Background: an optimization exercise with open tools, aiming at small area and a short achievable clock period. Do not read the settings as production practice. Where RTL was checked, it was by simulation tests only, not by an equivalence proof against the original. Only the layout flow was run in run 1; the RTL was not checked for function there. Power and IR drop assume default switching activity.

==> flow/flow/run.sh <==
#!/bin/bash
set -euo pipefail
export BUFFER_PORTS_ARGS="-buffer_cell sky130_fd_sc_hd__buf_2"
bash standard.sh > standard.log 2>&1
==> flow/standard.sh <==
#!/bin/bash
# synth_recipe.tcl (not shown) runs the flow's synth.tcl, then flattens the netlist and writes it again
# the make line also repeats each setting of config.mk as NAME=value (left out here)
make -C /OpenROAD-flow-scripts/flow DESIGN_CONFIG=/design/flow/config.mk WORK_HOME=/design/flow/orfs CLKGATE_MAP_FILE= SYNTH_SCRIPT=/design/flow/synth_recipe.tcl "${@:-finish}"
==> flow/config.mk <==
export PLATFORM = sky130hd
export DESIGN_NAME = whac_core
export DESIGN_NICKNAME = whac_core
export VERILOG_FILES = /design/flow/design.v
export SDC_FILE = /design/flow/constraint.sdc
export NUM_CORES = 4
export LEC_CHECK = 0
export CAP_MARGIN = 20
export CORE_MARGIN = 2
export CORE_UTILIZATION = 40
export SLEW_MARGIN = 20
==> flow/constraint.sdc <==
create_clock -name core_clock -period 80.0 [get_ports {clk}]
set_input_delay 16.0000 -clock core_clock [delete_from_list [all_inputs] [get_ports {clk}]]
set_output_delay 16.0000 -clock core_clock [all_outputs]
set_load 0.01 [all_outputs]
==> flow/design.v <==
module whac_core (
    input  wire        clk,
    input  wire        rst,         
    input  wire        pause,
    input  wire        ps2_clk,
    input  wire        ps2_data,
    output wire [11:0] x_pos,
    output wire [11:0] y_pos,
    output wire        left_btn,
    output wire        right_btn,
    output wire [11:0] mole_up,
    output wire        is_start,
    output wire [3:0]  level,
    output wire [2:0]  live,
    output wire [15:0] score,
    output wire [5:0]  note,
    output wire        beep
);
    function [17:0] add;
        input [17:0] a, b;
        input ci;
        integer k;
        reg c;
        begin
            c = ci;
            for (k = 0; k < 18; k = k + 1) begin
                add[k] = a[k] ^ b[k] ^ c;
                c = (a[k] & b[k]) | (c & (a[k] ^ b[k]));
            end
        end
    endfunction
    function ge;
        input [17:0] a, b;
        integer k;
        reg c;
        begin
            c = 1'b1;
            for (k = 0; k < 18; k = k + 1)
                c = (a[k] & ~b[k]) | (c & ~(a[k] ^ b[k]));
            ge = c;
        end
    endfunction
    reg [1:0] sync;
    reg [3:0] bc;           
    reg [1:0] cnt;          
    reg [9:0] sh;           
    reg [7:0] bx;           
    reg [1:0] bb;           
    reg       upd;          
    wire fall = sync[1] & ~sync[0];
    wire last = bc[3] & bc[1];           
    wire done = fall & last;
    always @(posedge clk) begin
        if (rst) begin
            sync <= 2'b11;
            bc <= 4'd0;
            cnt <= 2'd0;
        end else begin
            sync <= {sync[0], ps2_clk};
            if (fall) begin
                bc <= last ? 4'd0 : bc + 4'd1;
                if (last) cnt <= cnt[1] ? 2'd0 : cnt + 2'd1;
            end
        end
    end
    always @(posedge clk) begin
        if (fall) sh <= {ps2_data, sh[9:1]};
        if (done & (cnt == 2'd0)) bb <= sh[2:1];
        if (done & (cnt == 2'd1)) bx <= sh[8:1];
        upd <= done & cnt[1];
    end
    reg [9:0] xp;
    reg [8:0] yp;
    reg lb, rb;
    wire [7:0] dy = sh[7:0];    
    wire [10:0] sx = add({8'd0, xp}, {{10{bx[7]}}, bx}, 1'b0);
    wire [10:0] sy = add({9'd0, yp}, {{10{dy[7]}}, dy}, 1'b0);
    wire [9:0] nx = sx[10] ? 10'd0 : ge({8'd0, sx[9:0]}, 18'd640) ? 10'd639 : sx[9:0];
    wire [8:0] ny = sy[10] ? 9'd0 : ge({8'd0, sy[9:0]}, 18'd480) ? 9'd479 : sy[8:0];
    always @(posedge clk) begin
        if (rst) begin
            xp <= 10'd320;
            yp <= 9'd240;
            lb <= 1'b0;
            rb <= 1'b0;
        end else if (upd) begin
            xp <= nx;
            yp <= ny;
            lb <= bb[0];
            rb <= bb[1];
        end
    end
    assign x_pos = {2'b00, xp};
    assign y_pos = {3'b000, yp};
    assign left_btn = lb;
    assign right_btn = rb;
    function inb;
        input [9:0] x;
        input [8:0] y;
        input [9:0] x0, x1;
        input [8:0] y0, y1;
        inb = ge({8'd0, x}, {8'd0, x0}) & ge({8'd0, x1}, {8'd0, x}) &
              ge({9'd0, y}, {9'd0, y0}) & ge({9'd0, y1}, {9'd0, y});
    endfunction
    wire [11:0] inbox;
    assign inbox[0]  = inb(xp, yp, 106, 151, 273, 307);
    assign inbox[1]  = inb(xp, yp, 230, 274, 270, 305);
    assign inbox[2]  = inb(xp, yp, 350, 392, 271, 306);
    assign inbox[3]  = inb(xp, yp, 470, 513, 270, 306);
    assign inbox[4]  = inb(xp, yp, 94,  140, 320, 352);
    assign inbox[5]  = inb(xp, yp, 224, 269, 320, 352);
    assign inbox[6]  = inb(xp, yp, 353, 400, 320, 352);
    assign inbox[7]  = inb(xp, yp, 480, 528, 320, 352);
    assign inbox[8]  = inb(xp, yp, 78,  125, 374, 408);
    assign inbox[9]  = inb(xp, yp, 218, 271, 374, 408);
    assign inbox[10] = inb(xp, yp, 357, 408, 374, 408);
    assign inbox[11] = inb(xp, yp, 496, 550, 374, 408);
    reg [15:0] rnd;
    reg [4:0] w;
    reg [1:0] u;
    wire fb = rnd[15] ^ rnd[13] ^ rnd[12] ^ rnd[10];
    wire [4:0] wn;     
    assign wn[0] = (~w[4] & ~w[3] & rnd[2]) | (~w[4] & ~w[2] & rnd[2] & ~rnd[15]) | (w[3] & w[0] & ~rnd[2] & rnd[15]) | (w[3] & w[1] & ~rnd[2] & rnd[15]) | (w[3] & w[2] & ~rnd[2] & rnd[15]) | (w[3] & w[2] & w[0] & ~rnd[2]) | (w[3] & w[2] & w[1] & ~rnd[2]) | (w[4] & ~rnd[2] & ~rnd[15]) | (w[4] & w[3] & rnd[2] & rnd[15]) | (w[4] & ~w[3] & ~w[2] & ~rnd[2]) | (w[4] & w[2] & w[1] & rnd[2] & rnd[15]) | (w[4] & w[2] & ~w[1] & ~w[0] & ~rnd[2]) | (w[4] & w[2] & w[0] & rnd[2] & rnd[15]);
    assign wn[1] = (~w[4] & ~w[3] & w[0]) | (w[3] & w[1] & ~w[0] & ~rnd[2] & rnd[15]) | (w[3] & w[2] & ~w[0] & ~rnd[2] & rnd[15]) | (w[3] & w[2] & w[1] & ~w[0] & ~rnd[2]) | (w[4] & ~w[0] & ~rnd[2]) | (w[4] & w[3] & rnd[15]) | (~w[2] & w[0] & rnd[2]) | (w[0] & rnd[2] & ~rnd[15]) | (w[4] & w[2] & w[1] & ~w[0] & rnd[15]) | (~w[4] & w[0] & rnd[2]) | (w[3] & ~w[2] & w[0] & ~rnd[15]);
    assign wn[2] = (~w[4] & ~w[3] & w[1]) | (w[1] & w[0]) | (w[4] & ~w[1] & ~w[0] & ~rnd[2]) | (w[4] & w[3] & rnd[15]) | (w[1] & rnd[2] & ~rnd[15]) | (~w[2] & w[1] & rnd[2]) | (w[3] & w[2] & ~w[1] & ~w[0] & ~rnd[2] & rnd[15]) | (~w[4] & w[1] & rnd[2]) | (w[3] & ~w[2] & w[1] & ~rnd[15]);
    assign wn[3] = (~w[4] & ~w[3] & ~w[2] & rnd[15]) | (~w[4] & ~w[3] & w[2] & ~rnd[15]) | (~w[4] & ~w[2] & ~w[1] & ~w[0] & ~rnd[2] & rnd[15]) | (w[2] & ~w[1] & ~w[0] & ~rnd[2] & ~rnd[15]) | (~w[3] & ~w[2] & ~w[1] & ~w[0] & ~rnd[2] & rnd[15]) | (w[4] & ~w[2] & rnd[2] & ~rnd[15]) | (w[4] & ~w[2] & w[0] & ~rnd[15]) | (w[4] & ~w[2] & w[1] & ~rnd[15]) | (w[4] & w[2] & ~w[1] & ~w[0] & rnd[2] & rnd[15]) | (w[3] & w[2] & rnd[2] & rnd[15]) | (w[3] & w[2] & w[1] & rnd[15]) | (w[3] & w[2] & w[0] & rnd[15]);
    assign wn[4] = (~w[4] & ~w[3] & w[2] & rnd[15]) | (~w[4] & w[3] & ~w[2] & ~w[1] & ~w[0] & ~rnd[2]) | (w[3] & ~w[2] & ~rnd[15]) | (w[4] & ~w[2] & w[0] & rnd[15]) | (w[4] & ~w[2] & w[1] & rnd[15]) | (w[3] & ~w[1] & ~w[0] & ~rnd[2] & ~rnd[15]) | (w[4] & w[2] & w[0] & ~rnd[15]) | (w[4] & w[2] & w[1] & ~rnd[15]) | (~w[3] & w[2] & ~w[1] & ~w[0] & rnd[15]) | (w[4] & w[2] & rnd[2] & ~rnd[15]) | (w[4] & ~w[3] & ~w[2] & rnd[2] & rnd[15]);
    wire [1:0] un;     
    assign un[0] = (u[1] & ~rnd[1] & ~rnd[15]) | (~u[1] & ~u[0] & rnd[1] & ~rnd[15]) | (u[1] & rnd[1] & rnd[15]) | (u[0] & ~rnd[1] & rnd[15]);
    assign un[1] = (~u[1] & ~u[0] & ~rnd[1] & rnd[15]) | (u[1] & rnd[1] & ~rnd[15]) | (u[0] & ~rnd[1] & ~rnd[15]) | (u[0] & rnd[1] & rnd[15]);
    always @(posedge clk) begin
        if (rst) begin
            rnd <= 16'hD670;    
            w <= 5'd12;
            u <= 2'd2;
        end else begin
            rnd <= {rnd[14:0], fb};
            w <= wn;
            u <= un;
        end
    end
    reg        started;
    reg [13:0] sc;
    reg [7:0]  tl;          
    reg [8:0]  rr;
    reg        gdec;        
    reg [11:0] mole;
    reg [3:0]  lvl;
    reg [2:0]  lives;
    reg        mclk, rclk, hit;
    wire is_win = lvl[3] & (lvl[2] | lvl[1]);
    wire is_lose = (lives == 3'd0);
    wire mole_any = |mole;
    wire [3:0] d = gdec ? lvl - 4'd1 : lvl;
    wire unz = ge({9'd0, rr}, {14'd0, d});    
    wire tnz = (|tl) | unz;                   
    wire run = started & ~pause;
    wire play = run & ~is_win & ~is_lose;
    wire restart = run & (is_win | is_lose) & rclk;
    wire hitp = play & hit;
    wire timeout = play & ~tnz;
    wire gapload = timeout & mole_any | hitp;
    wire appear = timeout & ~mole_any;
    wire [13:0] thr;        
    assign thr[0] = 1'b0;
    assign thr[1] = 1'b0;
    assign thr[2] = (lvl[0]);
    assign thr[3] = (lvl[1]);
    assign thr[4] = (~lvl[2] & lvl[0]) | (lvl[2] & ~lvl[0]);
    assign thr[5] = (~lvl[3] & ~lvl[2] & ~lvl[1]) | (lvl[2] & lvl[1]) | (~lvl[2] & ~lvl[0]);
    assign thr[6] = (~lvl[3] & ~lvl[1]) | (~lvl[2] & lvl[1]);
    assign thr[7] = 1'b1;
    assign thr[8] = 1'b1;
    assign thr[9] = (~lvl[0]);
    assign thr[10] = (lvl[1] & lvl[0]) | (~lvl[1] & ~lvl[0]);
    assign thr[11] = (lvl[2] & lvl[0]) | (lvl[2] & lvl[1]) | (lvl[3] & ~lvl[0]);
    assign thr[12] = (lvl[3] & lvl[0]);
    assign thr[13] = 1'b0;
    wire lvup = ge({4'd0, sc}, {4'd0, thr});
    wire [7:0] m200 = {w, rnd[2:0]};
    wire [4:0] w4;          
    assign w4[0] = (~w[3] & w[2] & w[1] & w[0]) | (w[3] & ~w[2]) | (w[3] & ~w[1] & ~w[0]) | (w[4] & w[1] & w[0]) | (w[4] & w[2]);
    assign w4[1] = (~w[4] & w[2] & w[1] & w[0]) | (~w[4] & w[3]) | (w[4] & ~w[3] & ~w[2] & ~w[0]) | (w[4] & ~w[2] & ~w[1] & w[0]);
    assign w4[2] = (~w[4] & ~w[3] & ~w[2] & w[0]) | (~w[4] & ~w[3] & ~w[1] & w[0]) | (w[3] & ~w[0]) | (w[4] & ~w[0]);
    assign w4[3] = (~w[4] & ~w[3] & ~w[2] & w[1]) | (w[3] & ~w[2] & ~w[1] & w[0]) | (w[3] & w[2] & w[1] & w[0]) | (w[4] & ~w[3] & ~w[2] & ~w[1] & ~w[0]) | (w[4] & w[2] & ~w[1] & w[0]) | (~w[3] & w[2] & w[1] & ~w[0]) | (w[3] & ~w[2] & w[1] & ~w[0]);
    assign w4[4] = (~w[4] & ~w[3] & w[2] & ~w[1]) | (~w[4] & ~w[3] & w[2] & ~w[0]) | (w[3] & ~w[2] & w[1] & w[0]) | (w[4] & ~w[2] & ~w[1] & w[0]) | (w[4] & w[3]) | (w[4] & ~w[2] & w[1] & ~w[0]) | (w[4] & w[2] & w[1] & w[0]) | (w[3] & w[2] & ~w[1] & ~w[0]);
    wire [5:0] g1 = add({13'd0, w4}, {16'd0, rnd[2:1]}, 1'b0);
    wire [4:0] g2 = ge({12'd0, g1}, 18'd25) ? g1[4:0] - 5'd25 : g1[4:0];
    wire [6:0] v_gap = add({12'd0, g2, rnd[0]}, 18'd25, 1'b0);     
    wire [2:0] s = rnd[2:0];
    wire [1:0] a3, b3;
    wire [2:0] a5, b5, a6, b6, a7, b7;
    wire [3:0] a9, b9;
    reg  [3:0] ra, rb_;
    always @(*) begin
        case (lvl)
            4'd2: begin ra = 4'd0; rb_ = {3'd0, s[0]}; end
            4'd3: begin ra = {2'd0, a3}; rb_ = {2'd0, b3}; end
            4'd4: begin ra = 4'd0; rb_ = {2'd0, s[1:0]}; end
            4'd5: begin ra = {1'd0, a5}; rb_ = {1'd0, b5}; end
            4'd6: begin ra = {1'd0, a6}; rb_ = {1'd0, b6}; end
            4'd7: begin ra = {1'd0, a7}; rb_ = {1'd0, b7}; end
            4'd8: begin ra = 4'd4; rb_ = {1'd0, s}; end
            4'd9: begin ra = a9; rb_ = b9; end
            default: begin ra = 4'd0; rb_ = 4'd0; end
        endcase
    end
    wire [4:0] ry = add({14'd0, ra}, {14'd0, rb_}, 1'b0);
    wire [4:0] rz = add({13'd0, ry}, ~{14'd0, lvl}, 1'b1);
    wire [3:0] vrem = ge({13'd0, ry}, {14'd0, lvl}) ? rz[3:0] : ry[3:0];
    wire [8:0] v_app = add({10'd0, m200}, 18'd100, 1'b0);
    wire [8:0] lq = add({9'd0, v_app}, ~{14'd0, vrem}, 1'b1);    
    reg [11:0] mole_n;
    wire [3:0] hole = {u, rnd[1:0]};
    always @(*) begin
        mole_n = mole;
        if (restart | hitp | (timeout & mole_any)) mole_n = 12'd0;
        else if (appear) mole_n = 12'd1 << hole;
    end
    always @(posedge clk) begin
        if (rst) begin
            started <= 1'b0;
            sc <= 14'd0;
            tl <= 8'd0;
            rr <= 9'd0;
            gdec <= 1'b0;
            mole <= 12'd0;
            lvl <= 4'd1;
            lives <= 3'd5;
        end else begin
            mole <= mole_n;
            if (!started) begin
                if (mclk) started <= 1'b1;
            end else if (restart) begin
                started <= 1'b0;
                sc <= 14'd0;
                tl <= 8'd0;
                rr <= 9'd0;
                gdec <= 1'b0;
                lvl <= 4'd1;
                lives <= 3'd5;
            end else if (play) begin
                if (appear) begin
                    tl <= 8'd0;
                    rr <= lq;
                    gdec <= 1'b0;
                end else if (gapload) begin
                    tl <= 8'd0;
                    rr <= {2'b00, v_gap};
                    gdec <= hitp & lvup;
                end else if (tl != 8'd0) begin
                    tl <= tl - 8'd1;
                end else begin
                    tl <= 8'hFF;
                    rr <= add({9'd0, rr}, ~{14'd0, d}, 1'b1);
                end
                if (timeout & mole_any) lives <= lives - 3'd1;
                if (hitp) begin
                    sc <= add({4'd0, sc}, {9'd0, rr}, 1'b0);
                    if (lvup) lvl <= lvl + 4'd1;
                end
            end
        end
    end
    always @(posedge clk) begin
        mclk <= lb;
        rclk <= rb;
        hit <= lb & |(inbox & mole_n);
    end
    assign mole_up = mole;
    assign is_start = started;
    assign level = lvl;
    assign live = lives;
    assign score = {2'b00, sc};
    reg [10:0] div;
    reg        playing;
    reg [5:0]  p;
    reg [7:0]  pt;
    reg [5:0]  note_r;
    reg        pwin, plose;
    reg [2:0]  plive;
    reg [13:0] psc;
    wire [7:0]  m_len;
    wire [5:0]  m_note;
    wire [0:0]  m_end;
    wire [16:0] per;
    localparam [5:0] B_WIN = 6'd0;
    localparam [5:0] B_LOSE = 6'd20;
    localparam [5:0] B_SCORE = 6'd29;
    localparam [5:0] B_LIVE = 6'd34;
    localparam [5:0] B_CLICK = 6'd41;
    assign m_len[0] = 1'b0;
    assign m_len[1] = (p[5] & ~p[3] & ~p[2] & ~p[1] & ~p[0]) | (p[5] & ~p[3] & p[2] & p[0]) | (p[5] & p[2] & p[1]) | (p[5] & p[3] & ~p[2] & ~p[1] & p[0]) | (p[5] & p[3] & p[2] & ~p[0]) | (p[4] & p[2] & p[1] & p[0]) | (p[4] & p[3] & ~p[2]) | (p[4] & p[3] & p[0]) | (p[4] & p[3] & p[1]);
    assign m_len[2] = (~p[3] & p[2] & ~p[1]) | (p[4] & p[2] & p[0]) | (p[4] & p[3] & p[1]) | (p[3] & ~p[2] & p[0]) | (~p[5] & ~p[4] & ~p[2]) | (p[5] & ~p[2] & p[1]) | (~p[5] & ~p[4] & ~p[1]) | (p[5] & p[2] & ~p[0]) | (p[4] & p[3] & ~p[2]) | (p[5] & ~p[3] & ~p[0]);
    assign m_len[3] = (~p[5] & p[2] & p[1]) | (p[5] & ~p[3] & ~p[2] & ~p[1] & ~p[0]) | (p[5] & ~p[3] & p[2] & ~p[1] & p[0]) | (p[2] & p[1] & ~p[0]) | (p[5] & p[3] & ~p[2] & ~p[1] & p[0]) | (p[5] & p[3] & p[2] & ~p[0]) | (p[4] & ~p[3] & ~p[2] & ~p[1]) | (p[4] & p[3] & p[2] & p[0]) | (p[4] & ~p[3] & p[1] & ~p[0]);
    assign m_len[4] = (p[4] & p[3] & ~p[2]) | (p[5] & ~p[3] & ~p[0]) | (p[5] & p[1]) | (p[5] & ~p[3] & p[2]) | (p[5] & p[3] & ~p[2] & p[0]) | (p[5] & p[2] & ~p[0]) | (p[4] & p[3] & p[0]) | (p[4] & p[3] & p[1]);
    assign m_len[5] = (~p[5] & ~p[4] & ~p[2]) | (p[5] & p[2] & p[1] & p[0]) | (~p[5] & ~p[4] & ~p[1]) | (p[4] & ~p[3] & p[2] & p[0]) | (p[4] & ~p[3] & p[2] & ~p[1]);
    assign m_len[6] = (~p[5] & ~p[4]) | (~p[5] & ~p[3] & p[2]) | (p[4] & ~p[3] & ~p[0]) | (~p[5] & ~p[3] & ~p[1]);
    assign m_len[7] = (~p[5] & ~p[4] & p[2] & p[1]) | (p[4] & ~p[2] & ~p[1]) | (p[4] & p[3] & ~p[2]) | (p[4] & ~p[3] & p[1] & ~p[0]);
    assign m_note[0] = (~p[5] & ~p[4] & ~p[2] & p[1] & ~p[0]) | (~p[5] & ~p[4] & p[2] & ~p[1] & p[0]) | (p[5] & p[3] & ~p[2] & ~p[1] & p[0]) | (p[5] & p[3] & p[2] & ~p[0]) | (p[4] & p[3] & ~p[1] & p[0]) | (p[4] & p[3] & p[1] & ~p[0]) | (p[5] & p[3] & p[1] & ~p[0]);
    assign m_note[1] = (~p[5] & ~p[4] & ~p[3]) | (~p[3] & ~p[1] & ~p[0]) | (p[5] & p[3] & ~p[2] & ~p[1] & p[0]) | (p[5] & p[2] & ~p[0]) | (p[4] & ~p[2] & ~p[1]) | (p[4] & ~p[2] & ~p[0]) | (p[4] & ~p[3] & ~p[0]) | (p[5] & ~p[3] & p[2] & ~p[1]) | (p[5] & ~p[3] & ~p[2] & p[1] & p[0]);
    assign m_note[2] = (~p[5] & ~p[4] & ~p[3] & ~p[2] & ~p[0]) | (~p[5] & ~p[4] & ~p[3] & p[1]) | (p[5] & p[2] & ~p[1] & ~p[0]) | (~p[5] & ~p[4] & ~p[3] & p[2] & p[0]) | (~p[5] & p[3] & ~p[2] & ~p[1] & p[0]) | (~p[4] & p[3] & p[2] & ~p[1] & ~p[0]) | (p[4] & p[3] & ~p[2] & ~p[1]) | (p[4] & p[3] & p[0]) | (p[5] & p[2] & p[1] & p[0]) | (p[5] & ~p[3] & ~p[2] & p[1] & ~p[0]);
    assign m_note[3] = (~p[5] & ~p[4] & p[3] & ~p[2] & p[1] & ~p[0]) | (~p[4] & ~p[3] & ~p[1] & ~p[0]) | (~p[5] & ~p[3] & p[2] & ~p[0]) | (p[5] & ~p[3] & p[2] & p[0]) | (p[4] & p[2] & ~p[1] & p[0]) | (~p[4] & p[2] & ~p[1] & ~p[0]) | (~p[5] & ~p[4] & ~p[3] & ~p[2] & p[0]) | (~p[5] & ~p[4] & p[3] & ~p[1] & p[0]) | (~p[5] & ~p[4] & ~p[3] & p[1] & p[0]);
    assign m_note[4] = (~p[5] & ~p[4] & p[3] & ~p[2] & ~p[1] & ~p[0]) | (p[5] & ~p[3] & ~p[1] & ~p[0]) | (p[5] & ~p[3] & p[2] & ~p[1]) | (p[5] & p[3] & ~p[2] & p[0]) | (p[5] & p[3] & p[1]) | (~p[4] & p[3] & p[1] & p[0]) | (p[3] & p[2] & p[1]) | (p[4] & ~p[3] & ~p[2] & ~p[1]) | (p[4] & ~p[3] & ~p[2] & ~p[0]) | (p[5] & p[2] & p[1] & ~p[0]);
    assign m_note[5] = (p[5] & ~p[3] & ~p[2] & p[1]);
    assign m_end[0] = (p[5] & ~p[3] & ~p[2] & ~p[1] & p[0]) | (p[5] & p[3] & ~p[2] & ~p[1] & ~p[0]) | (p[4] & ~p[3] & ~p[2] & p[1] & p[0]) | (p[4] & p[3] & p[2] & ~p[1] & ~p[0]) | (p[5] & p[3] & p[2] & p[0]);
    assign per[0] = (~note_r[5] & ~note_r[4] & ~note_r[3] & ~note_r[1]) | (note_r[2] & ~note_r[1] & note_r[0]) | (note_r[4] & ~note_r[3] & ~note_r[2] & ~note_r[0]) | (~note_r[4] & ~note_r[3] & ~note_r[2] & note_r[0]);
    assign per[1] = (note_r[2] & ~note_r[1] & note_r[0]) | (~note_r[5] & ~note_r[4] & ~note_r[3] & note_r[1]) | (note_r[5] & note_r[2]) | (~note_r[4] & note_r[3] & ~note_r[2] & note_r[1]);
    assign per[2] = (note_r[5]) | (~note_r[4] & note_r[3] & note_r[2] & ~note_r[0]) | (~note_r[3] & note_r[2] & note_r[0]) | (~note_r[3] & ~note_r[1] & note_r[0]);
    assign per[3] = (note_r[5]) | (note_r[3] & ~note_r[1]) | (~note_r[1] & note_r[0]) | (note_r[4] & note_r[2]) | (~note_r[4] & ~note_r[3] & note_r[0]) | (note_r[4] & ~note_r[3] & note_r[1] & ~note_r[0]);
    assign per[4] = (~note_r[2] & ~note_r[1] & ~note_r[0]) | (note_r[4] & note_r[3] & ~note_r[2]) | (note_r[3] & ~note_r[1] & ~note_r[0]) | (~note_r[3] & note_r[2] & note_r[0]) | (note_r[5] & ~note_r[2]);
    assign per[5] = (note_r[5]) | (~note_r[4] & note_r[3] & note_r[1]) | (note_r[3] & ~note_r[2] & ~note_r[1]) | (note_r[2] & note_r[1] & ~note_r[0]) | (~note_r[3] & ~note_r[2] & ~note_r[0]);
    assign per[6] = (note_r[5]) | (note_r[4] & note_r[1] & note_r[0]) | (note_r[3] & note_r[2] & note_r[1]) | (~note_r[2] & ~note_r[1] & ~note_r[0]) | (note_r[4] & note_r[2]) | (note_r[3] & ~note_r[1] & ~note_r[0]);
    assign per[7] = (~note_r[2] & ~note_r[1] & ~note_r[0]) | (note_r[2] & note_r[0]) | (note_r[4] & note_r[3] & note_r[2]) | (note_r[4] & ~note_r[2] & ~note_r[1]) | (~note_r[4] & ~note_r[3] & note_r[0]) | (note_r[4] & ~note_r[3] & note_r[1] & ~note_r[0]);
    assign per[8] = (note_r[5]) | (note_r[3] & ~note_r[1] & ~note_r[0]) | (note_r[4] & note_r[2]) | (note_r[4] & ~note_r[1]) | (~note_r[4] & ~note_r[2] & ~note_r[0]) | (note_r[4] & ~note_r[3] & ~note_r[0]);
    assign per[9] = (~note_r[3] & ~note_r[2] & ~note_r[0]) | (~note_r[4] & note_r[3] & note_r[2] & ~note_r[0]) | (note_r[4] & ~note_r[2] & ~note_r[1]) | (~note_r[5] & ~note_r[4] & ~note_r[3] & ~note_r[1]) | (~note_r[4] & ~note_r[2] & note_r[1] & ~note_r[0]);
    assign per[10] = (~note_r[4] & ~note_r[2] & note_r[1]) | (note_r[3] & note_r[2] & ~note_r[1]) | (~note_r[1] & note_r[0]) | (~note_r[3] & ~note_r[2] & ~note_r[0]) | (note_r[4] & note_r[3] & note_r[2]);
    assign per[11] = (~note_r[5] & ~note_r[4] & ~note_r[3]) | (~note_r[5] & ~note_r[2] & ~note_r[0]) | (note_r[3] & note_r[0]) | (note_r[1] & note_r[0]);
    assign per[12] = (note_r[2] & ~note_r[1] & note_r[0]) | (~note_r[4] & note_r[1] & ~note_r[0]) | (note_r[4] & ~note_r[2] & ~note_r[1]) | (~note_r[4] & ~note_r[3] & ~note_r[1]) | (note_r[3] & ~note_r[2] & ~note_r[0]);
    assign per[13] = (~note_r[4] & ~note_r[3] & ~note_r[1]) | (~note_r[4] & note_r[3] & note_r[2] & note_r[1]) | (note_r[3] & note_r[0]) | (note_r[5]) | (note_r[3] & ~note_r[2] & ~note_r[1]);
    assign per[14] = (note_r[3] & ~note_r[1] & ~note_r[0]) | (note_r[3] & ~note_r[2]) | (note_r[4] & note_r[3]) | (~note_r[4] & ~note_r[2] & note_r[0]);
    assign per[15] = (~note_r[4] & note_r[3]) | (note_r[4] & ~note_r[3]);
    assign per[16] = (~note_r[5] & ~note_r[4] & ~note_r[3]);
    wire tick = (div == 11'h3FF);
    wire ev_win = is_win & ~pwin;
    wire ev_lose = is_lose & ~plose;
    wire ev_score = ~ge({4'd0, psc}, {4'd0, sc});           
    wire ev_live = ~ge({15'd0, lives}, {15'd0, plive});     
    wire pt_hit = (pt == m_len);
    always @(posedge clk) begin
        if (rst) begin
            div <= 11'd0;
            playing <= 1'b0;
            note_r <= 6'd0;
            pwin <= 1'b0;
            plose <= 1'b0;
            plive <= 3'd5;
            psc <= 14'd0;
        end else begin
            div <= div + 11'd1;
            if (tick) begin
                if (playing) begin
                    if (pt_hit) begin
                        if (m_end) begin
                            playing <= 1'b0;
                            note_r <= 6'd0;
                        end else begin
                            note_r <= m_note;
                        end
                    end
                end else if (ev_win | ev_lose | ev_score | ev_live | mclk) begin
                    playing <= 1'b1;
                end
                pwin <= is_win;
                plose <= is_lose;
                plive <= lives;
                psc <= sc;
            end
        end
    end
    always @(posedge clk) begin
        if (tick) begin
            if (playing) begin
                if (pt_hit) begin
                    pt <= 8'd0;
                    p <= p + 6'd1;
                end else begin
                    pt <= pt + 8'd1;
                end
            end else begin
                pt <= 8'd0;
                if (ev_win) p <= B_WIN;
                else if (ev_lose) p <= B_LOSE;
                else if (ev_score) p <= B_SCORE;
                else if (ev_live) p <= B_LIVE;
                else p <= B_CLICK;
            end
        end
    end
    assign note = note_r;
    reg [16:0] cnt_b;
    reg        beep_r;
    always @(posedge clk) begin
        if (note_r == 6'd0) begin
            cnt_b <= 17'd0;
            beep_r <= 1'b0;
        end else if (ge({1'b0, cnt_b}, {1'b0, per})) begin
            cnt_b <= 17'd0;
            beep_r <= ~beep_r;
        end else begin
            cnt_b <= cnt_b + 17'd1;
        end
    end
    assign beep = beep_r;
endmodule
==> insert_results.sql, run 1 <==
INSERT INTO impl_metrics (metric_group, metric, value, unit) VALUES
('synthesis', 'synth_top_cell_by_area', 'sky130_fd_sc_hd__dfxtp_1', ''),
('synthesis', 'synth_ff_type', 'sky130_fd_sc_hd__dfxtp_1', ''),
('final_layout', 'finish.net_count', '1681', ''),
('timing', 'setup_tns', '0', 'ns'),
('critical_path', 'required_time_of_the_worst_setup_path', '80.31', 'ns'),
('placed_design', 'gp_congestion', '0.885', ''),
('clock_tree', 'clock_tree_from_tritoncts', 'built', ''),
('routing', 'detail-route-antenna-nets', '0', ''),
('hold_path', 'hp-class', 'flip-flop to flip-flop', ''),
('timing', 'final_min_period_over_clock_period', '0.227', ''),
('clock_tree', 'post-cts-setup-buffers', '0', ''),
('timing', 'max_clock_freq', '55.0', 'MHz'),
('synthesis', 'synth_cell_type_count', '89', ''),
('global_route', 'globalRouteTotalUtil', '0.197', ''),
('timing', 'layout_min_cycle_time', '18.18', 'ns'),
('timing', 'report.final.setup_viol', '0', ''),
('synthesis', 'synth_area', '12800', 'µm²'),
('timing', 'report.final.slew_viol_count', '0', ''),
('routing', 'route.detailed.drc', '0', ''),
('floorplanning', 'effective_utilization_at_floorplan', '0.407', ''),
('critical_path', 'worstSetupEndpointType', 'flip-flop', ''),
('synthesis', 'netlist.area_leader.share', '0.254', ''),
('timing', 'finalWorstSetupSlack', '61.82', 'ns'),
('global_route', 'global_route_wire_length_before_repair', '53600', 'µm'),
('synthesis', 'netlist_instances', '1544', ''),
('pwr', 'leakagePower', '5.57', 'nW'),
('global_route', 'grt_start_max_net_pins', '47', ''),
('floorplanning', 'boundaryPins', '74', ''),
('routing', 'first_pass_iters', '5', ''),
('floorplanning', 'floorplan.die.height', '183', 'µm'),
('outcome', 'run_status', 'complete, no violations', ''),
('pwr', 'vdd_ir_drop_max', '0.0000170', 'V'),
('clock_tree', 'cts.sinks', '197', ''),
('final_layout', 'antenna_cells_inserted', '0', ''),
('timing', 'grt_setup_unrepaired', 'false', ''),
('routing', 'route.detailed.vias_per_inst', '5.61', ''),
('pwr', 'pwr_density_cell', '16.8', 'nW/µm²'),
('routing', 'routed_wl', '32400', 'µm'),
('clock_tree', 'ctsResizeCount', '0', ''),
('critical_path', 'critical_path_class', 'input pin to flip-flop', ''),
('critical_path', 'critPathLaunchType', 'input pin', ''),
('timing', 'timing_hold_violations_final', '0', ''),
('synthesis', 'post_synth_most_frequent_cells', 'sky130_fd_sc_hd__dfxtp_1 (163), sky130_fd_sc_hd__nor2_1 (156), sky130_fd_sc_hd__nand2_1 (153)', ''),
('synthesis', 'synth.most_common_cell', 'sky130_fd_sc_hd__dfxtp_1', ''),
('flow_run', 'max_cap_viol_count', '0', ''),
('routing', 'detailroute.via_count', '11000', ''),
('placed_design', 'detail_placement_hpwl', '23400', 'µm'),
('placed_design', 'io_buffers', '66', ''),
('critical_path', 'standard_cell_with_the_maximum_stage_delay_on_the_critical_path', 'sky130_fd_sc_hd__nand2_1', ''),
('synthesis', 'ys_ff_latch', '197', ''),
('floorplanning', 'core', '31600', 'µm²'),
('critical_path', 'critPathMaxFanout', '46', ''),
('synthesis', 'synth_enable_flop_cells', '34', ''),
('clock_tree', 'cts_made_buffers', '17', ''),
('clock_tree', 'ctsLongestPathBuffers', '2', ''),
('final_layout', 'postLayoutCoreUtil', '0.442', ''),
('synthesis', 'synth_top_cells_by_area', 'sky130_fd_sc_hd__dfxtp_1 (25%), sky130_fd_sc_hd__ha_1 (9.1%), sky130_fd_sc_hd__edfxtp_1 (7.9%), sky130_fd_sc_hd__fa_1 (5.3%), sky130_fd_sc_hd__nor2_1 (4.6%)', ''),
('floorplanning', 'row_count', '65', ''),
('critical_path', 'critical_path.cell_chain', 'buf_2, inv_1, nand2_1, or3_1, o32ai_1', ''),
('routing', 'wl_per_cell', '16.5', 'µm'),
('timing', 'max_slew.worst_pin.slew', '1.00', 'ns'),
('clock_tree', 'cts.reportedPaths.clkPinSlew', '0.08', 'ns'),
('routing', 'drtIter0Drc', '827', ''),
('global_route', 'gr-total-overflow', '0', ''),
('clock_tree', 'clock_tree.root_cell', 'sky130_fd_sc_hd__clkbuf_16', ''),
('timing', 'relSlewSlack', '0.333', ''),
('critical_path', 'crit_arrival', '18.48', 'ns'),
('placed_design', 'post-place-ws', '61.31', 'ns'),
('critical_path', 'worst_path_largest_cell_delay', '0.76', 'ns'),
('floorplanning', 'die_width', '183', 'µm'),
('synthesis', 'synth-async-reset-ratio', '0', '');
## report_power, final
group	switching (mW)	internal (mW)
registers	0.00668	0.103
logic	0.0239	0.0178
clock network	0.0427	0.0413
total	0.0733	0.162
## cell usage in the layout (no fill, tap or decap), types with 7 or more instances in the layout
cell type,n
sky130_fd_sc_hd__fa_1,34
sky130_fd_sc_hd__or2_2,11
sky130_fd_sc_hd__nand3_1,44
sky130_fd_sc_hd__a221oi_1,7
sky130_fd_sc_hd__dfxtp_1,163
sky130_fd_sc_hd__nor3_1,35
sky130_fd_sc_hd__a211oi_1,32
sky130_fd_sc_hd__clkbuf_16,17
sky130_fd_sc_hd__o21ai_0,84
sky130_fd_sc_hd__nor2_1,155
sky130_fd_sc_hd__conb_1,7
sky130_fd_sc_hd__a31oi_1,13
sky130_fd_sc_hd__o21a_1,10
sky130_fd_sc_hd__buf_4,8
sky130_fd_sc_hd__xor2_1,26
sky130_fd_sc_hd__nor2b_1,29
sky130_fd_sc_hd__mux2i_1,10
sky130_fd_sc_hd__and2_1,9
sky130_fd_sc_hd__edfxtp_1,34
sky130_fd_sc_hd__buf_2,66
sky130_fd_sc_hd__a21oi_1,114
sky130_fd_sc_hd__o22ai_1,11
sky130_fd_sc_hd__or3_1,8
sky130_fd_sc_hd__nand2b_1,21
sky130_fd_sc_hd__o211a_1,7
sky130_fd_sc_hd__and3_1,14
sky130_fd_sc_hd__o31ai_1,10
sky130_fd_sc_hd__o2bb2ai_1,7
sky130_fd_sc_hd__ha_1,93
sky130_fd_sc_hd__inv_1,112
sky130_fd_sc_hd__a21o_1,12
sky130_fd_sc_hd__o211ai_1,9
sky130_fd_sc_hd__nand4_1,17
sky130_fd_sc_hd__nand2_1,153
sky130_fd_sc_hd__xnor2_1,30
sky130_fd_sc_hd__nor4_1,16
## cells by family (layout without fill, tap and decap cells)
kind of cell	count (synthesis)	after routing	share of synthesized area
flip-flops	197	197	0.334
XOR/XNOR	56	56	0.0382
buffers and inverters	212	224	0.0659
other	1	7	0.000292
AND/OR/NAND/NOR	545	545	0.206
adder cells (fa/ha/maj)	128	128	0.144
multiplexers	13	13	0.0104
AO/OA/AOI/OAI	392	392	0.201
## metal layers
metal,track usage,up-vias,wire (µm)
li1,-,5469,-
met4,0.0605,0,522
met5,0,-,0
met3,0.0359,29,1550
met1,0.267,5256,15400
met2,0.318,259,14900
## final timing paths
| kind | startpoint | to | slack [ns] | cells past startpoint |
|---|---|---|---|---|
| max reg2reg | lvl[0] | rr[7] | 74.27 | 28 |
| min reg2reg | rb | rclk | 0.39 | 0 |
| min | rb | rclk | 0.39 | 0 |
| max | rst | gdec | 61.82 | 5 |
## area by class of cell
class	instances	area, µm²
sequential	197	4280
multi-input combinational	1141	7750
inverter	116	435
tap	402	503
fill	3193	17600
timing repair buffer	76	420
clock buffer	17	425
clock inverter	15	141
## through the flow
stage | instance area, µm² | hold slack [ns] | total power [mW] | std cells
2_1_floorplan | 12900 | 0.389 | 0.142 | 1550
3_3_place_gp | 13300 | 0.362 | 0.153 | 1930
3_5_place_dp | 13400 | 0.368 | 0.153 | 1930
4_1_cts | 13900 | 0.383 | 0.238 | 1962
5_1_grt | 14000 | 0.386 | 0.249 | 1964
6_report | 14000 | 0.385 | 0.235 | 1964
## state kept, by name, summed over array words and instances (netlist names), 9 cells and up
| name | flops |
|---|---|
| rr | 9 |
| sc | 14 |
| mole | 12 |
| yp | 9 |
| cnt_b | 17 |
| psc | 14 |
| xp | 10 |
| div | 11 |
| rnd | 16 |
| sh | 10 |
## worst max-delay path, delay by kind of cell
kind / cells / cell delay [ns]
AO/OA/AOI/OAI: 1 / 0.15
buffers and inverters: 2 / 1.12
AND/OR/NAND/NOR: 2 / 1.18
==> run 2, diff against run 1 <==
--- a/flow/design.v
+++ b/flow/design.v
@@ -1,6 +1,6 @@
 module whac_core (
     input  wire        clk,
-    input  wire        rst,         
+    input  wire        rst,
     input  wire        pause,
     input  wire        ps2_clk,
     input  wire        ps2_data,
@@ -50,7 +50,7 @@
     wire fall = sync[1] & ~sync[0];
     wire last = bc[3] & bc[1];           
     wire done = fall & last;
-    always @(posedge clk) begin
+    always @(posedge clk or posedge rst) begin
         if (rst) begin
             sync <= 2'b11;
             bc <= 4'd0;
@@ -77,7 +77,7 @@
     wire [10:0] sy = add({9'd0, yp}, {{10{dy[7]}}, dy}, 1'b0);
     wire [9:0] nx = sx[10] ? 10'd0 : ge({8'd0, sx[9:0]}, 18'd640) ? 10'd639 : sx[9:0];
     wire [8:0] ny = sy[10] ? 9'd0 : ge({8'd0, sy[9:0]}, 18'd480) ? 9'd479 : sy[8:0];
-    always @(posedge clk) begin
+    always @(posedge clk or posedge rst) begin
         if (rst) begin
             xp <= 10'd320;
             yp <= 9'd240;
@@ -128,15 +128,44 @@
     wire [1:0] un;     
     assign un[0] = (u[1] & ~rnd[1] & ~rnd[15]) | (~u[1] & ~u[0] & rnd[1] & ~rnd[15]) | (u[1] & rnd[1] & rnd[15]) | (u[0] & ~rnd[1] & rnd[15]);
     assign un[1] = (~u[1] & ~u[0] & ~rnd[1] & rnd[15]) | (u[1] & rnd[1] & ~rnd[15]) | (u[0] & ~rnd[1] & ~rnd[15]) | (u[0] & rnd[1] & rnd[15]);
-    always @(posedge clk) begin
+    wire kp, kn;
+    assign kp = (w[3] & w[2] & rnd[2] & ~rnd[15]) | (w[3] & w[2] & w[0] & ~rnd[15]) | (w[3] & w[2] & w[1] & ~rnd[15]) | (w[4] & ~rnd[15]) | (w[4] & w[3]) | (w[4] & w[2] & w[0]) | (w[4] & w[2] & w[1]);
+    assign kn = (~w[4] & ~w[3] & rnd[15]) | (~w[4] & ~w[2] & ~w[1] & ~w[0] & ~rnd[2] & rnd[15]);
+    reg [1:0] t3;
+    reg [2:0] t5, t7;
+    reg [3:0] t9;
+    wire [1:0] t3n;
+    wire [2:0] t5n, t7n;
+    wire [3:0] t9n;
+    assign t3n[0] = (~t3[1] & ~t3[0] & ~fb & ~rnd[15] & kn) | (t3[1] & ~fb & ~rnd[15] & kp) | (~t3[1] & ~t3[0] & ~fb & rnd[15] & ~kp & ~kn) | (t3[1] & ~fb & rnd[15] & kn) | (t3[1] & fb & ~rnd[15] & ~kp & ~kn) | (~t3[1] & ~t3[0] & fb & ~rnd[15] & kp) | (~t3[1] & ~t3[0] & fb & rnd[15] & kn) | (t3[1] & fb & rnd[15] & kp) | (t3[0] & ~fb & ~rnd[15] & ~kp & ~kn) | (t3[0] & fb & ~rnd[15] & kn) | (t3[0] & fb & rnd[15] & ~kp & ~kn) | (t3[0] & ~fb & rnd[15] & kp);
+    assign t3n[1] = (~t3[1] & ~t3[0] & ~fb & ~rnd[15] & ~kp & ~kn) | (t3[1] & ~fb & ~rnd[15] & kn) | (t3[1] & ~fb & rnd[15] & ~kp & ~kn) | (~t3[1] & ~t3[0] & ~fb & rnd[15] & kp) | (~t3[1] & ~t3[0] & fb & ~rnd[15] & kn) | (t3[1] & fb & ~rnd[15] & kp) | (~t3[1] & ~t3[0] & fb & rnd[15] & ~kp & ~kn) | (t3[1] & fb & rnd[15] & kn) | (t3[0] & fb & ~rnd[15] & ~kp & ~kn) | (t3[0] & ~fb & ~rnd[15] & kp) | (t3[0] & ~fb & rnd[15] & kn) | (t3[0] & fb & rnd[15] & kp);
+    assign t5n[0] = (t5[2] & ~fb & ~rnd[15]) | (~t5[2] & ~t5[1] & fb & ~rnd[15]) | (t5[1] & ~t5[0] & ~fb & rnd[15]) | (t5[2] & fb & rnd[15]) | (t5[1] & t5[0] & ~fb & ~rnd[15]) | (~t5[1] & t5[0] & ~fb & rnd[15]) | (t5[1] & t5[0] & fb & rnd[15]);
+    assign t5n[1] = (t5[2] & ~fb) | (t5[0] & fb & ~rnd[15]) | (t5[1] & ~t5[0] & ~fb & rnd[15]) | (t5[2] & rnd[15]) | (~t5[1] & t5[0] & ~rnd[15]) | (~t5[1] & t5[0] & fb);
+    assign t5n[2] = (t5[1] & ~t5[0] & ~fb & ~rnd[15]) | (~t5[2] & ~t5[1] & ~t5[0] & ~fb & rnd[15]) | (t5[2] & fb & ~rnd[15]) | (t5[1] & ~t5[0] & fb & rnd[15]);
+    assign t7n[0] = (~t7[2] & ~t7[1] & ~t7[0] & ~fb & ~rnd[15] & ~kn) | (~t7[2] & ~t7[1] & ~t7[0] & ~fb & kp) | (~t7[2] & ~t7[1] & fb & ~rnd[15] & kn) | (~t7[2] & ~t7[1] & fb & rnd[15] & ~kp & ~kn) | (~t7[2] & ~t7[1] & ~fb & ~rnd[15] & kp) | (~t7[2] & t7[0] & ~fb & rnd[15] & kn) | (~t7[2] & ~t7[0] & ~fb & ~rnd[15] & kp) | (~t7[2] & t7[1] & ~fb & rnd[15] & kn) | (~t7[2] & t7[1] & fb & ~rnd[15] & ~kp & ~kn) | (~t7[2] & t7[1] & fb & rnd[15] & kp) | (t7[1] & t7[0] & ~fb & kn) | (t7[1] & t7[0] & ~fb & rnd[15] & ~kp) | (t7[2] & t7[1] & ~fb & ~rnd[15] & ~kp & ~kn) | (t7[2] & ~t7[1] & ~fb & ~rnd[15] & kn) | (t7[2] & ~t7[1] & ~fb & rnd[15] & ~kp & ~kn) | (t7[2] & t7[1] & ~fb & rnd[15] & kp) | (t7[2] & t7[1] & fb & kn) | (t7[2] & ~t7[1] & fb & ~rnd[15] & kp) | (t7[2] & t7[1] & fb & rnd[15] & ~kp) | (t7[2] & fb & rnd[15] & kn) | (t7[1] & t7[0] & fb & kp) | (t7[2] & t7[0] & ~fb & ~rnd[15] & ~kp) | (~t7[2] & t7[0] & fb & rnd[15] & kp) | (t7[2] & t7[0] & ~fb & rnd[15] & kp) | (~t7[2] & ~t7[1] & t7[0] & fb & ~kp & ~kn);
+    assign t7n[1] = (~t7[2] & ~t7[1] & t7[0] & ~fb & ~rnd[15] & kp) | (t7[0] & fb & rnd[15] & kn) | (t7[1] & t7[0] & fb & kn) | (t7[1] & t7[0] & fb & rnd[15] & ~kp) | (t7[2] & t7[0] & rnd[15] & kn) | (t7[2] & t7[0] & fb & ~kp) | (t7[2] & t7[0] & fb & rnd[15]) | (~t7[2] & ~t7[0] & fb & kp) | (t7[2] & ~t7[0] & ~fb & kp) | (~t7[2] & ~t7[0] & ~fb & kn) | (~t7[2] & t7[1] & ~t7[0] & ~fb & ~kp) | (~t7[2] & ~t7[1] & ~t7[0] & fb & ~rnd[15]) | (t7[2] & ~t7[1] & ~t7[0] & ~fb & ~kn) | (~t7[2] & ~t7[1] & ~t7[0] & rnd[15] & ~kp & ~kn) | (~t7[1] & ~t7[0] & ~fb & ~rnd[15] & kn) | (~t7[2] & t7[1] & ~t7[0] & rnd[15] & kp) | (t7[2] & t7[1] & ~fb & ~rnd[15] & ~kn) | (t7[2] & ~t7[1] & ~t7[0] & ~rnd[15] & kp) | (~t7[2] & ~t7[0] & fb & ~rnd[15] & ~kn);
+    assign t7n[2] = (~t7[2] & ~t7[1] & ~t7[0] & ~fb & rnd[15] & kn) | (~t7[2] & ~t7[1] & ~t7[0] & ~rnd[15] & ~kp & ~kn) | (~t7[2] & ~t7[1] & ~t7[0] & rnd[15] & kp) | (~t7[1] & t7[0] & ~rnd[15] & kn) | (~t7[1] & t7[0] & rnd[15] & ~kp & ~kn) | (~t7[1] & t7[0] & fb & ~rnd[15] & kp) | (~t7[2] & t7[1] & ~t7[0] & ~fb & ~rnd[15] & kn) | (~t7[2] & t7[1] & ~t7[0] & ~fb & rnd[15] & ~kp & ~kn) | (~t7[2] & t7[1] & ~t7[0] & ~rnd[15] & kp) | (~t7[1] & ~t7[0] & ~fb & ~rnd[15] & ~kp & ~kn) | (t7[2] & t7[1] & rnd[15] & kn) | (~t7[1] & ~t7[0] & ~fb & rnd[15] & kp) | (t7[2] & t7[1] & fb & ~rnd[15] & ~kp & ~kn) | (t7[2] & ~t7[1] & fb & ~rnd[15] & kn) | (t7[2] & ~t7[1] & fb & rnd[15] & ~kp & ~kn) | (t7[1] & fb & rnd[15] & kn) | (t7[2] & t7[1] & fb & rnd[15] & kp) | (t7[1] & t7[0] & ~rnd[15] & ~kp & ~kn) | (t7[2] & t7[0] & ~rnd[15] & kp) | (t7[1] & t7[0] & rnd[15] & kp) | (t7[1] & t7[0] & rnd[15] & kn) | (t7[1] & ~t7[0] & ~fb & ~rnd[15] & kp);
+    assign t9n[0] = (~t9[3] & ~t9[2] & ~fb & ~rnd[15] & kn) | (~t9[2] & ~t9[1] & ~t9[0] & ~fb & rnd[15] & ~kn) | (t9[3] & ~fb & rnd[15]) | (t9[3] & fb & ~rnd[15] & ~kn) | (~t9[2] & ~t9[1] & ~t9[0] & fb & ~rnd[15] & kp) | (~t9[3] & ~t9[2] & fb & rnd[15] & kn) | (~t9[2] & t9[0] & ~fb & ~rnd[15] & ~kp) | (~t9[2] & ~t9[1] & ~fb & rnd[15] & kp) | (~t9[2] & t9[0] & fb & rnd[15] & ~kp) | (~t9[2] & t9[1] & ~fb & ~rnd[15]) | (~t9[2] & t9[1] & fb & rnd[15]) | (t9[2] & ~t9[1] & ~t9[0] & ~fb & ~rnd[15] & ~kn) | (t9[2] & fb & ~rnd[15] & kn) | (t9[2] & t9[1] & ~fb & rnd[15] & ~kp) | (t9[2] & t9[1] & fb & ~rnd[15]) | (t9[2] & ~t9[1] & ~t9[0] & fb & rnd[15] & ~kn) | (t9[2] & ~t9[1] & ~fb & ~rnd[15] & kp) | (t9[2] & t9[0] & fb & ~rnd[15] & ~kp) | (t9[2] & t9[1] & t9[0] & ~fb & rnd[15]) | (t9[2] & t9[0] & ~fb & rnd[15] & kn) | (t9[2] & ~t9[1] & fb & rnd[15] & kp);
+    assign t9n[1] = (t9[3] & ~rnd[15] & ~kp & ~kn) | (~t9[3] & ~t9[2] & ~t9[1] & ~t9[0] & ~rnd[15] & kp) | (t9[3] & ~fb & rnd[15] & kn) | (t9[3] & ~fb & rnd[15] & kp) | (~t9[3] & ~t9[2] & ~t9[0] & fb & ~rnd[15] & kn) | (t9[3] & fb & ~kp & ~kn) | (~t9[3] & ~t9[2] & ~t9[1] & ~t9[0] & fb & kp) | (~t9[2] & t9[0] & fb & ~rnd[15] & ~kp & ~kn) | (t9[2] & t9[1] & ~t9[0] & ~fb & rnd[15] & kn) | (t9[2] & t9[1] & t9[0] & ~fb & rnd[15] & ~kp & ~kn) | (t9[0] & ~fb & ~rnd[15] & kn) | (t9[0] & fb & rnd[15] & kn) | (t9[2] & t9[0] & ~rnd[15] & kn) | (~t9[2] & t9[0] & rnd[15] & kn) | (t9[2] & t9[1] & t9[0] & ~rnd[15] & kp) | (t9[1] & t9[0] & fb & rnd[15] & kp) | (~t9[1] & t9[0] & ~fb & rnd[15] & kp) | (~t9[2] & t9[1] & t9[0] & ~fb & kp) | (t9[2] & ~t9[0] & ~fb & ~rnd[15] & ~kp & ~kn) | (t9[2] & ~t9[1] & ~t9[0] & rnd[15] & ~kp & ~kn) | (t9[2] & t9[1] & ~t9[0] & fb & ~kp & ~kn) | (~t9[2] & t9[1] & ~t9[0] & rnd[15] & ~kp & ~kn) | (t9[2] & t9[0] & fb & rnd[15] & kp) | (t9[2] & t9[0] & ~fb & ~rnd[15] & kp) | (t9[1] & ~t9[0] & ~fb & ~rnd[15] & ~kp & ~kn) | (~t9[3] & ~t9[2] & ~t9[0] & fb & ~rnd[15] & kp) | (t9[2] & ~t9[1] & ~t9[0] & fb & ~rnd[15] & kp) | (~t9[3] & ~t9[1] & ~t9[0] & ~fb & rnd[15] & ~kp & ~kn);
+    assign t9n[2] = (~t9[2] & ~t9[1] & t9[0] & fb & ~rnd[15] & kn) | (t9[2] & ~t9[1] & ~t9[0] & ~fb & ~kn) | (t9[2] & ~t9[1] & ~t9[0] & rnd[15] & ~kn) | (t9[2] & ~t9[1] & ~fb & kp) | (t9[2] & ~t9[1] & rnd[15] & kp) | (~t9[1] & ~t9[0] & fb & kp) | (t9[3] & ~kp & ~kn) | (t9[2] & t9[1] & ~rnd[15] & kn) | (~t9[2] & t9[1] & ~t9[0] & kn) | (t9[1] & t9[0] & rnd[15] & kn) | (~t9[2] & t9[1] & t9[0] & ~kp & ~kn) | (~t9[3] & ~t9[1] & ~t9[0] & kp) | (t9[1] & t9[0] & fb & ~kp & ~kn) | (t9[1] & t9[0] & ~fb & ~rnd[15] & ~kp) | (t9[3] & ~rnd[15] & kp) | (t9[3] & ~fb & rnd[15] & kn) | (t9[1] & ~t9[0] & fb & kn) | (~t9[1] & t9[0] & ~fb & rnd[15] & kp) | (~t9[2] & t9[1] & t9[0] & fb & ~rnd[15] & kp) | (~t9[1] & ~t9[0] & ~fb & rnd[15] & ~kp & ~kn) | (~t9[2] & t9[1] & ~t9[0] & fb & ~rnd[15] & ~kp);
+    assign t9n[3] = (~t9[3] & ~t9[2] & ~t9[1] & ~t9[0] & ~fb & ~rnd[15] & ~kp & ~kn) | (t9[3] & ~fb & ~rnd[15] & kn) | (t9[2] & ~t9[1] & ~t9[0] & ~fb & rnd[15] & kn) | (t9[2] & t9[1] & ~t9[0] & ~fb & rnd[15] & kp) | (t9[2] & ~t9[1] & ~t9[0] & fb & ~rnd[15] & ~kp & ~kn) | (~t9[3] & ~t9[2] & ~t9[1] & ~t9[0] & fb & rnd[15] & ~kp & ~kn) | (t9[3] & fb & rnd[15] & kn) | (~t9[2] & ~t9[1] & t9[0] & ~fb & ~rnd[15] & kp) | (~t9[2] & t9[1] & t9[0] & fb & ~rnd[15] & kn) | (t9[2] & ~t9[1] & t9[0] & fb & ~rnd[15] & kp) | (t9[2] & ~t9[1] & t9[0] & ~fb & rnd[15] & ~kp & ~kn) | (~t9[2] & ~t9[1] & t9[0] & fb & rnd[15] & kp);
+    always @(posedge clk or posedge rst) begin
         if (rst) begin
             rnd <= 16'hD670;    
             w <= 5'd12;
             u <= 2'd2;
+            t3 <= 2'd1;         
+            t5 <= 3'd1;
+            t7 <= 3'd0;
+            t9 <= 4'd7;
         end else begin
             rnd <= {rnd[14:0], fb};
             w <= wn;
             u <= un;
+            t3 <= t3n;
+            t5 <= t5n;
+            t7 <= t7n;
+            t9 <= t9n;
         end
     end
     reg        started;
@@ -188,26 +217,20 @@
     wire [4:0] g2 = ge({12'd0, g1}, 18'd25) ? g1[4:0] - 5'd25 : g1[4:0];
     wire [6:0] v_gap = add({12'd0, g2, rnd[0]}, 18'd25, 1'b0);     
     wire [2:0] s = rnd[2:0];
-    wire [1:0] a3, b3;
-    wire [2:0] a5, b5, a6, b6, a7, b7;
-    wire [3:0] a9, b9;
-    reg  [3:0] ra, rb_;
+    reg  [3:0] vrem;
     always @(*) begin
         case (lvl)
-            4'd2: begin ra = 4'd0; rb_ = {3'd0, s[0]}; end
-            4'd3: begin ra = {2'd0, a3}; rb_ = {2'd0, b3}; end
-            4'd4: begin ra = 4'd0; rb_ = {2'd0, s[1:0]}; end
-            4'd5: begin ra = {1'd0, a5}; rb_ = {1'd0, b5}; end
-            4'd6: begin ra = {1'd0, a6}; rb_ = {1'd0, b6}; end
-            4'd7: begin ra = {1'd0, a7}; rb_ = {1'd0, b7}; end
-            4'd8: begin ra = 4'd4; rb_ = {1'd0, s}; end
-            4'd9: begin ra = a9; rb_ = b9; end
-            default: begin ra = 4'd0; rb_ = 4'd0; end
+            4'd2: vrem = {3'd0, s[0]};
+            4'd3: vrem = {2'd0, t3};
+            4'd4: vrem = {2'd0, s[1:0]};
+            4'd5: vrem = {1'd0, t5};
+            4'd6: vrem = {2'd0, t3} + ((s[0] ^ t3[0]) ? 4'd3 : 4'd0);
+            4'd7: vrem = {1'd0, t7};
+            4'd8: vrem = {1'd0, ~s[2], s[1:0]};
+            4'd9: vrem = t9;
+            default: vrem = 4'd0;
         endcase
     end
-    wire [4:0] ry = add({14'd0, ra}, {14'd0, rb_}, 1'b0);
-    wire [4:0] rz = add({13'd0, ry}, ~{14'd0, lvl}, 1'b1);
-    wire [3:0] vrem = ge({13'd0, ry}, {14'd0, lvl}) ? rz[3:0] : ry[3:0];
     wire [8:0] v_app = add({10'd0, m200}, 18'd100, 1'b0);
     wire [8:0] lq = add({9'd0, v_app}, ~{14'd0, vrem}, 1'b1);    
     reg [11:0] mole_n;
@@ -217,7 +240,7 @@
         if (restart | hitp | (timeout & mole_any)) mole_n = 12'd0;
         else if (appear) mole_n = 12'd1 << hole;
     end
-    always @(posedge clk) begin
+    always @(posedge clk or posedge rst) begin
         if (rst) begin
             started <= 1'b0;
             sc <= 14'd0;
@@ -327,7 +350,7 @@
     wire ev_score = ~ge({4'd0, psc}, {4'd0, sc});           
     wire ev_live = ~ge({15'd0, lives}, {15'd0, plive});     
     wire pt_hit = (pt == m_len);
-    always @(posedge clk) begin
+    always @(posedge clk or posedge rst) begin
         if (rst) begin
             div <= 11'd0;
             playing <= 1'b0;
==> flow/run.sh (new file) <==
#!/bin/bash
# synth_recipe.tcl (not shown) runs the flow's synth.tcl, then flattens the netlist and writes it again
# the make line also repeats each setting of config.mk as NAME=value (left out here)
make -C /OpenROAD-flow-scripts/flow DESIGN_CONFIG=/design/flow/config.mk WORK_HOME=/design/flow/orfs CLKGATE_MAP_FILE= SYNTH_SCRIPT=/design/flow/synth_recipe.tcl finish
removed: flow/flow/run.sh
removed: flow/standard.sh
==> run 2 against run 1 <==
Still clean. Hold slack got worse by 0.031 ns. Non-clock buffer count increased by 4. Register-to-register slack improved by 0.87 ns. Final area increased by 19%. First-iteration DRC count increased by 7.5%.
==> insert_results.sql, run 2 <==
INSERT INTO impl_metrics (metric_group, metric, value, unit) VALUES
('outcome', 'run_status', 'complete, no violations', ''),
('timing', 'timing_hold_violations_final', '0', ''),
('final_layout', 'finish.net_count', '1822', ''),
('pwr', 'vdd_ir_drop_max', '0.0000163', 'V'),
('clock_tree', 'cts.reportedPaths.clkPinSlew', '0.06', 'ns'),
('flow_run', 'max_cap_viol_count', '0', ''),
('final_layout', 'antenna_cells_inserted', '0', ''),
('synthesis', 'synth_ff_type', 'sky130_fd_sc_hd__dfrtp_1', ''),
('global_route', 'globalRouteTotalUtil', '0.196', ''),
('floorplanning', 'effective_utilization_at_floorplan', '0.406', ''),
('floorplanning', 'core', '36500', 'µm²'),
('timing', 'setup_tns', '0', 'ns'),
('global_route', 'global_route_wire_length_before_repair', '62500', 'µm'),
('final_layout', 'registers_with_the_most_flip_flops', 'cnt_b x17, rnd x16', ''),
('synthesis', 'post_synth_most_frequent_cells', 'sky130_fd_sc_hd__nor2_1 (169), sky130_fd_sc_hd__nand2_1 (147), sky130_fd_sc_hd__inv_1 (126)', ''),
('critical_path', 'critical_path_class', 'input pin to flip-flop', ''),
('critical_path', 'crit_arrival', '18.83', 'ns'),
('final_layout', 'layout_commonest_cell', 'sky130_fd_sc_hd__nor2_1', ''),
('floorplanning', 'row_count', '70', ''),
('clock_tree', 'cts_made_buffers', '26', ''),
('routing', 'routed_wl', '37800', 'µm'),
('clock_tree', 'ctsLongestPathBuffers', '3', ''),
('routing', 'detailroute.via_count', '12500', '');
-- run 2: area by class of cell --
| type | instances | area, µm² |
|---|---|---|
| clock inverters | 17 | 168 |
| multi-input cells | 1245 | 8600 |
| well taps | 468 | 586 |
| fillers | 3543 | 19900 |
| inverters | 129 | 489 |
| flip-flops and latches | 209 | 5330 |
| repair buffers | 80 | 773 |
| clock buffers | 31 | 691 |
-- run 2: logic make-up after synthesis --
logic type / share of synthesized area
AND/OR/NAND/NOR: 0.179
AO/OA/AOI/OAI: 0.202
buffers and inverters: 0.0621
flip-flops: 0.359
adder cells (fa/ha/maj): 0.124
XOR/XNOR: 0.0378
multiplexers: 0.0345
other: 0.000253
-- run 2: stage by stage --
stage	std cells	power, mW	setup WS (ns)	hold slack [ns]	instance area [µm²]
3_3_place_gp	2130	0.158	61.16	0.344	15800
2_1_floorplan	1690	0.147	59.93	0.331	14800
5_1_grt	2179	0.291	61.48	0.358	16600
3_5_place_dp	2130	0.159	61.11	0.340	15800
4_1_cts	2178	0.279	61.68	0.358	16600
6_report	2179	0.276	61.59	0.354	16600
-- run 2: worst paths after layout --
| kind | start | to | slack (ns) | cells after the start |
|---|---|---|---|---|
| max | pause | rr[6] | 61.59 | 8 |
| min | rnd[3] | rnd[4] | 0.35 | 0 |
| max reg2reg | lvl[0] | rr[6] | 75.14 | 16 |
| min reg2reg | rnd[3] | rnd[4] | 0.35 | 0 |
| max in group asynchronous | rst | bc[1] | 62.33 | 4 |
| min in group asynchronous | rst | div[6] | 15.81 | 2 |
-- run 2: layer usage --
| metal | wire, µm | share of wire | up-vias | global-route usage |
|---|---|---|---|---|
| li1 | - | - | 6094 | - |
| met1 | 17400 | 0.46 | 6053 | 0.275 |
| met2 | 18100 | 0.48 | 261 | 0.325 |
| met3 | 1480 | 0.039 | 59 | 0.0207 |
| met4 | 863 | 0.023 | 0 | 0.0522 |
| met5 | 0 | 0 | - | 0 |
-- run 2: power breakdown --
group | internal, mW | switching, mW | total, mW
Sequential | 0.115 | 0.00709 | 0.122
Combinational | 0.0162 | 0.0191 | 0.0353
Clock | 0.0712 | 0.0479 | 0.119
Total | 0.202 | 0.0741 | 0.276
-- run 2: worst max-delay path, cell delays in order --
cell and delay [ns]:
sky130_fd_sc_hd__clkdlybuf4s50_1 0.50, sky130_fd_sc_hd__or4bb_1 0.51, sky130_fd_sc_hd__nor4_1 0.49, sky130_fd_sc_hd__and3_1 0.47
sky130_fd_sc_hd__nor2_1 0.25, sky130_fd_sc_hd__or2_2 0.37, sky130_fd_sc_hd__a31oi_1 0.17, sky130_fd_sc_hd__o21ai_1 0.07

-- what the ideal ports hide --
In the flow no input, the clock included, has a driving cell. The finished layouts below were timed again as built, in two steps.
Step 1 assumes that a clkbuf_16 drives the clock port and a buf_2 every other input.
Step 2 moves the port delays by t, midway between the first and last clock arrival at a register: inputs arrive t later, outputs are due t later. That takes back most of the time a late clock gives input paths.
Slacks: ideal / step 1 / step 2; pairs: ideal / step 1.
| run | shift t [ns] | setup WS [ns] | hold slack, ns | latest minus earliest clock arrival (ns) | worst register clock-pin slew, ns |
|---|---|---|---|---|---|
| run 1 | 0.493 | 61.823 / 61.850 / 61.357 | 0.385 / 0.385 / 0.385 | 0.018 / 0.018 | 0.08 / 0.08 |
| run 2 | 0.584 | 61.586 / 61.598 / 61.014 | 0.354 / 0.354 / 0.354 | 0.010 / 0.010 | 0.06 / 0.06 |
After both steps every run listed still meets setup and hold. For run 2, which loses most, drivers alone change the setup slack by +0.012 ns; drivers and shift together by -0.572 ns.
